Source: an optimization exercise on an open RTL-to-GDS flow (aim: small area). Production flows keep margins and buffers that such runs may drop. No driver is modelled on the clock port, so clock power and skew are understated where the tree is cut down; a real chip needs a root buffer or a tree. Power figures rest on the tool's default switching activity, not on a simulated workload.

Setup of run a:
// ClockTest
module ClockTest(
	input clk,
	input rst,
	input btn,
	output [6:0] seg,
	output [3:0] an,
	output buttons_pressed,
	output buttons_released
);
	localparam [9:0] J624 = 10'd317;        
	reg [6:0] rl;
	reg [9:0] j;
	reg       tick_d;                       
	reg       press_d;                      
	reg [3:0] s_ones;
	reg [2:0] s_tens;
	reg [3:0] ones;
	reg [3:0] tens;
	reg       prev;                         
	reg       pulse;                        
	wire btn_lvl;
	button_debounce debounce (
		.clk(clk),
		.rst(rst),
		.button_in(btn),
		.button_out(btn_lvl)
	);
	wire [6:0] rc = {rl[6] ^ (&rl[5:0]), rl[5] ^ (&rl[4:0]), rl[4] ^ (&rl[3:0]),
	                 rl[3] ^ (&rl[2:0]), rl[2] ^ (&rl[1:0]), rl[1] ^ rl[0], ~rl[0]};
	wire j_624 = (j & 10'b1100011111) == 10'b0100011101;
	wire j_623 = (j & 10'b0110111111) == 10'b0010011110;
	wire sec_first = j_624 & (&rl[4:0]);
	wire sec_last = j_623 & (rl[4:0] == 5'd30);
	wire sec60 = s_tens[2] & s_tens[1];
	wire min_last = sec_last & sec60;
	wire min_last_d = sec_first & sec60;
	assign buttons_pressed  = pulse & prev;
	assign buttons_released = pulse & ~prev;
	function [3:0] bcd_inc;
		input [3:0] d;
		bcd_inc = {(d[3] & ~d[0]) | (d[2] & d[1] & d[0]),
		           d[2] ^ (d[1] & d[0]),
		           d[1] ^ (d[0] & ~d[3]),
		           ~d[0]};
	endfunction
	always @(posedge clk or posedge rst) begin
  ...
For scale: roughly 16 I/O pins.
==> module button_debounce, before the edit <==
module button_debounce (
    input clk,
    input rst,
    input button_in,
    output reg button_out
);
    localparam [7:0] D0 = 8'd4;
    reg [7:0] counter;
    wire differ = button_in ^ button_out;
    wire full = ~|(counter & 8'hf5);
    always @(posedge clk or posedge rst) begin
        if (rst) begin
            counter <= D0;
            button_out <= 0;
        end else begin
            if (differ & full)
                button_out <= button_in;
            if (differ & ~full)
                counter <= {counter[6:0], counter[7] ^ counter[2]};
            else
                counter <= D0;
        end
    end
endmodule
==> module ClockTest, before the edit <==
module ClockTest(
	input clk,
	input rst,
	input btn,
	output [6:0] seg,
	output [3:0] an,
	output buttons_pressed,
	output buttons_released
);
	localparam [9:0] J624 = 10'd317;        
	reg [6:0] rl;
	reg [9:0] j;
	reg       tick_d;                       
	reg       press_d;                      
	reg [3:0] s_ones;
	reg [2:0] s_tens;
	reg [3:0] ones;
	reg [3:0] tens;
	reg       prev;                         
	reg       pulse;                        
	wire btn_lvl;
	button_debounce debounce (
		.clk(clk),
		.rst(rst),
		.button_in(btn),
		.button_out(btn_lvl)
	);
	wire [6:0] rc = {rl[6] ^ (&rl[5:0]), rl[5] ^ (&rl[4:0]), rl[4] ^ (&rl[3:0]),
	                 rl[3] ^ (&rl[2:0]), rl[2] ^ (&rl[1:0]), rl[1] ^ rl[0], ~rl[0]};
	wire j_624 = (j & 10'b1100011111) == 10'b0100011101;
	wire j_623 = (j & 10'b0110111111) == 10'b0010011110;
	wire sec_first = j_624 & (&rl[4:0]);
	wire sec_last = j_623 & (rl[4:0] == 5'd30);
	wire sec60 = s_tens[2] & s_tens[1];
	wire min_last = sec_last & sec60;
	wire min_last_d = sec_first & sec60;
	assign buttons_pressed  = pulse & prev;
	assign buttons_released = pulse & ~prev;
	function [3:0] bcd_inc;
		input [3:0] d;
		bcd_inc = {(d[3] & ~d[0]) | (d[2] & d[1] & d[0]),
		           d[2] ^ (d[1] & d[0]),
		           d[1] ^ (d[0] & ~d[3]),
		           ~d[0]};
	endfunction
	always @(posedge clk or posedge rst) begin
		if (rst) begin
			rl <= 7'h7f;
			j <= J624;
		end else begin
			rl <= rc;
			j <= {j[8:2], j[1] | j_624, j[0], j[9] ^ j[6]};
		end
	end
	always @(posedge clk or posedge rst) begin
		if (rst)
			s_tens <= 3'd7;
		else if (min_last_d)
			s_tens <= 0;
		else if (tick_d & s_ones[3] & s_ones[0])
			s_tens <= {s_tens[2] ^ (s_tens[1] & s_tens[0]), s_tens[1] ^ s_tens[0], ~s_tens[0]};
	end
	always @(posedge clk) begin
		tick_d <= sec_first;
		press_d <= buttons_pressed;
		if (min_last_d) begin
			s_ones <= 0;
			ones <= 0;
			tens <= 0;
		end else begin
			if (tick_d)
				s_ones <= bcd_inc(s_ones);
			if (press_d) begin
				ones <= bcd_inc(ones);
				if (ones[3] & ones[0])
					tens <= bcd_inc(tens);
			end
		end
	end
	always @(posedge clk or posedge rst) begin
		if (rst) begin
			prev <= 0;
			pulse <= 0;
		end else if (!min_last) begin
			prev <= btn_lvl;
			pulse <= btn_lvl ^ prev;
		end
	end
	reg [3:0] dg;
	always @(*) begin
		case (rl[6:5])
			2'b00: dg = ones;
			2'b01: dg = tens;
			2'b10: dg = s_ones;
			2'b11: dg = {&s_tens, s_tens};
		endcase
	end
	wire blank = &s_tens;
	assign an = {~(rl[6] & rl[5] & ~blank), ~(rl[6] & ~rl[5]), ~(~rl[6] & rl[5]), ~(~rl[6] & ~rl[5])};
	reg [6:0] pat;
	always @(*) begin
		case (dg)
			4'd0: pat = 7'b1000000;
			4'd1: pat = 7'b1111001;
			4'd2: pat = 7'b0100100;
			4'd3: pat = 7'b0110000;
			4'd4: pat = 7'b0011001;
			4'd5: pat = 7'b0010010;
			4'd6: pat = 7'b0000010;
			4'd7: pat = 7'b1111000;
			4'd8: pat = 7'b0000000;
			4'd9: pat = 7'b0010000;
			default: pat = 7'b1111111;
		endcase
	end
	assign seg = pat;
endmodule
export LEC_CHECK = 0
export CAP_MARGIN = 20
export CORE_MARGIN = 2
export CORE_UTILIZATION = 40
export SLEW_MARGIN = 20
create_clock -name core_clock -period 50.0 [get_ports {clk}]
standard.sh (not shown) runs the stock make flow with config.mk's settings and CLKGATE_MAP_FILE= SYNTH_SCRIPT=/design/flow/synth_recipe.tcl, a recipe that flattens the netlist after the stock synthesis.
==> flow/flow/run.sh <==
#!/bin/bash
# The standard layout (standard.sh), with these changes to how the layout
# is built:
#  - the standard synthesis runs unchanged first; then the design is
#    synthesized again for area (rtlsynth.tcl: same passes skipped, flattened
#    and renamed the same way, but its own ABC scripts and no adder cells),
#    and the smallest of a few ABC scripts' netlists replaces the standard
#    one, once regnames.py has checked that its flip-flops are the standard
#    synthesis's (same registers, same cell types) and given them the standard
#    names.  If that check fails, the standard netlist is kept;
#  - port buffers are the smallest buffer cell, buf_1 (every input and output
#    port still gets its own buffer);
#  - the clock tree is a small two-level tree built by clock_tree.tcl (a root
#    buffer driving three leaf buffers, each driving a third of the
#    flip-flops) in place of clock_tree_synthesis.
# Each tool's full output goes to a log file of its own in this folder.
set -euo pipefail
here=$(pwd)
res=$here/orfs/results/$FLOW_PLATFORM/ClockTest/base
lib=$FLOW_HOME/platforms/$FLOW_PLATFORM/lib/sky130_fd_sc_hd__tt_025C_1v80.lib
yosys=$FLOW_HOME/../tools/install/yosys/bin/yosys
export BUFFER_PORTS_ARGS="-buffer_cell sky130_fd_sc_hd__buf_1"
export PRE_CTS_TCL=$here/flow/clock_tree.tcl

bash standard.sh synth > log_1_standard_synth.log 2>&1
cp $res/1_2_yosys.v $here/standard_synth.v

# the platform's DONT_USE_CELLS
args=""
for c in $(cat flow/dont_use.txt); do args="$args -dont_use $c"; done
for k in 1 2 3; do
  LIB_FILE=$lib DESIGN_V=$FLOW_DESIGN OUT_V=$here/synth_$k.v TOP=$FLOW_TOP \
    ABC_SCRIPT=$here/flow/abc_$k.abc DONT_USE_ARGS="$args" \
    $yosys -c flow/rtlsynth.tcl > log_2_synth_$k.log 2>&1 &
done
wait || true

best=""
best_area=""
for k in 1 2 3; do
  if python3 flow/regnames.py $here/standard_synth.v $here/synth_$k.v $here/synth_${k}_named.v > log_3_regnames_$k.log 2>&1; then
    a=$(sed -n "s/.*Chip area for module.*: //p" $here/synth_$k.v.stat | tail -1)
    echo "script $k: area $a" >> log_3_choice.log
    if [[ -n "$a" ]] && { [[ -z "$best_area" ]] || python3 -c "import sys; sys.exit(0 if $a < $best_area else 1)"; }; then
      best=$k; best_area=$a
    fi
  fi
done
if [[ -n "$best" ]]; then
  echo "using script $best" >> log_3_choice.log
  cp $here/synth_${best}_named.v $res/1_2_yosys.v
  rm -f $res/1_synth.odb $res/1_synth.sdc
else
  echo "keeping the standard netlist" >> log_3_choice.log
fi
bash standard.sh finish > log_4_standard_finish.log 2>&1
Other scripts of this flow, unchanged in this note and not shown: flow/flow/abc_1.abc, flow/flow/abc_2.abc, flow/flow/abc_3.abc, flow/flow/clock_tree.tcl, flow/flow/dont_use.txt, flow/flow/regnames.py, flow/flow/rtlsynth.tcl
### run a -> run b
--- a/flow/design.v
+++ b/flow/design.v
@@ -3,26 +3,28 @@
     input clk,
     input rst,
     input button_in,
     output reg button_out
 );
     localparam [7:0] D0 = 8'd4;
-    reg [7:0] counter;
+    localparam [7:0] P = 8'h55;
+    reg [7:0] cs;
+    wire [7:0] counter = cs ^ P;
     wire differ = button_in ^ button_out;
     wire full = ~|(counter & 8'hf5);
     always @(posedge clk or posedge rst) begin
         if (rst) begin
-            counter <= D0;
+            cs <= D0 ^ P;
             button_out <= 0;
         end else begin
             if (differ & full)
                 button_out <= button_in;
             if (differ & ~full)
-                counter <= {counter[6:0], counter[7] ^ counter[2]};
+                cs <= {counter[6:0], counter[7] ^ counter[2]} ^ P;
             else
-                counter <= D0;
+                cs <= D0 ^ P;
         end
     end
 endmodule
 `timescale 1ns / 1ps
 module ClockTest(
 	input clk,
@@ -31,13 +33,14 @@
 	output [6:0] seg,
 	output [3:0] an,
 	output buttons_pressed,
 	output buttons_released
 );
 	localparam [9:0] J624 = 10'd317;        
-	reg [6:0] rl;
+	reg [4:0] u;
+	reg [1:0] g;
 	reg [9:0] j;
 	reg       tick_d;                       
 	reg       press_d;                      
 	reg [3:0] s_ones;
 	reg [2:0] s_tens;
 	reg [3:0] ones;
@@ -48,18 +51,20 @@
 	button_debounce debounce (
 		.clk(clk),
 		.rst(rst),
 		.button_in(btn),
 		.button_out(btn_lvl)
 	);
-	wire [6:0] rc = {rl[6] ^ (&rl[5:0]), rl[5] ^ (&rl[4:0]), rl[4] ^ (&rl[3:0]),
-	                 rl[3] ^ (&rl[2:0]), rl[2] ^ (&rl[1:0]), rl[1] ^ rl[0], ~rl[0]};
+	wire u_low0 = ~|u[3:0];
+	wire u_31 = u_low0 & ~u[4];             
+	wire u_30 = u_low0 & u[4];              
+	wire [1:0] sel = {g[1], g[1] ^ g[0]};   
 	wire j_624 = (j & 10'b1100011111) == 10'b0100011101;
 	wire j_623 = (j & 10'b0110111111) == 10'b0010011110;
-	wire sec_first = j_624 & (&rl[4:0]);
-	wire sec_last = j_623 & (rl[4:0] == 5'd30);
+	wire sec_first = j_624 & u_31;
+	wire sec_last = j_623 & u_30;
 	wire sec60 = s_tens[2] & s_tens[1];
 	wire min_last = sec_last & sec60;
 	wire min_last_d = sec_first & sec60;
 	assign buttons_pressed  = pulse & prev;
 	assign buttons_released = pulse & ~prev;
 	function [3:0] bcd_inc;
@@ -68,16 +73,19 @@
 		           d[2] ^ (d[1] & d[0]),
 		           d[1] ^ (d[0] & ~d[3]),
 		           ~d[0]};
 	endfunction
 	always @(posedge clk or posedge rst) begin
 		if (rst) begin
-			rl <= 7'h7f;
+			u <= 5'b00000;
+			g <= 2'b10;
 			j <= J624;
 		end else begin
-			rl <= rc;
+			u <= {u[3:0], u[4] ^ u[2] ^ u_low0};
+			if (u_31)
+				g <= {g[0], ~g[1]};
 			j <= {j[8:2], j[1] | j_624, j[0], j[9] ^ j[6]};
 		end
 	end
 	always @(posedge clk or posedge rst) begin
 		if (rst)
 			s_tens <= 3'd7;
@@ -111,21 +119,21 @@
 			prev <= btn_lvl;
 			pulse <= btn_lvl ^ prev;
 		end
 	end
 	reg [3:0] dg;
 	always @(*) begin
-		case (rl[6:5])
+		case (sel)
 			2'b00: dg = ones;
 			2'b01: dg = tens;
 			2'b10: dg = s_ones;
 			2'b11: dg = {&s_tens, s_tens};
 		endcase
 	end
 	wire blank = &s_tens;
-	assign an = {~(rl[6] & rl[5] & ~blank), ~(rl[6] & ~rl[5]), ~(~rl[6] & rl[5]), ~(~rl[6] & ~rl[5])};
+	assign an = {~(sel[1] & sel[0] & ~blank), ~(sel[1] & ~sel[0]), ~(~sel[1] & sel[0]), ~(~sel[1] & ~sel[0])};
 	reg [6:0] pat;
 	always @(*) begin
 		case (dg)
 			4'd0: pat = 7'b1000000;
 			4'd1: pat = 7'b1111001;
 			4'd2: pat = 7'b0100100;
==> comparison <==
- In run b, the sequential share of power came out 9.8 points above the value in run a.
- Starting density of the core (higher): run b
- Between run a and run b, core footprint decreased.
- Run b vs run a, total area of multi-input combinational cells went down by 7.7%.
- Compared with run a, run b improves worst reg-to-reg setup slack.
- | final worst slack | run b vs run a | 0.50 ns lower |
- Cell area was lower in the run labelled run b.
- Changes observed in run b relative to run a: final setup skew essentially unchanged, die footprint shrank by 3.3%.
- Slew at the pin closest to its max-slew limit down 0.079 ns in run b wrt run a
- Post-synthesis instance area of run b falls short of that of run a by a few percent.
- Post-CTS setup repair buffer count came out exactly the same in run b and run a.
- Delta(global-route wire length before repair, run b - run a) < 0
No functional check of the RTL was part of any run of this note. No run of this note takes its clock network from TritonCTS; it comes from the design's own scripts or RTL.

port drivers added, routing unchanged:
No port has a modelled driver above. Below, the same layouts with a new extraction and two added sets of constraints.
Step 1: set_driving_cell puts a clkbuf_16 on clk and a buf_2 on each other input, an assumption about the parent block.
Step 2 also shifts input and output timing later by t, the mid clock arrival at the registers, as if the neighbouring blocks saw the same clock.
Three values: ideal, step 1, step 2; two values: the first two.
| run | t (ns) | setup slack, ns | slew at the worst register clock pin (ns) | worst slew at a driven data input, ns | pins driven straight from the clock port |
|---|---|---|---|---|---|
| run a | 0.348 | 37.373 / 37.351 / 37.699 | 0.10 / 0.10 | 0.03 | 1 |
| run b | 0.357 | 36.875 / 36.850 / 37.208 | 0.10 / 0.10 | 0.03 | 1 |
After both steps setup and hold are still met in every run listed.
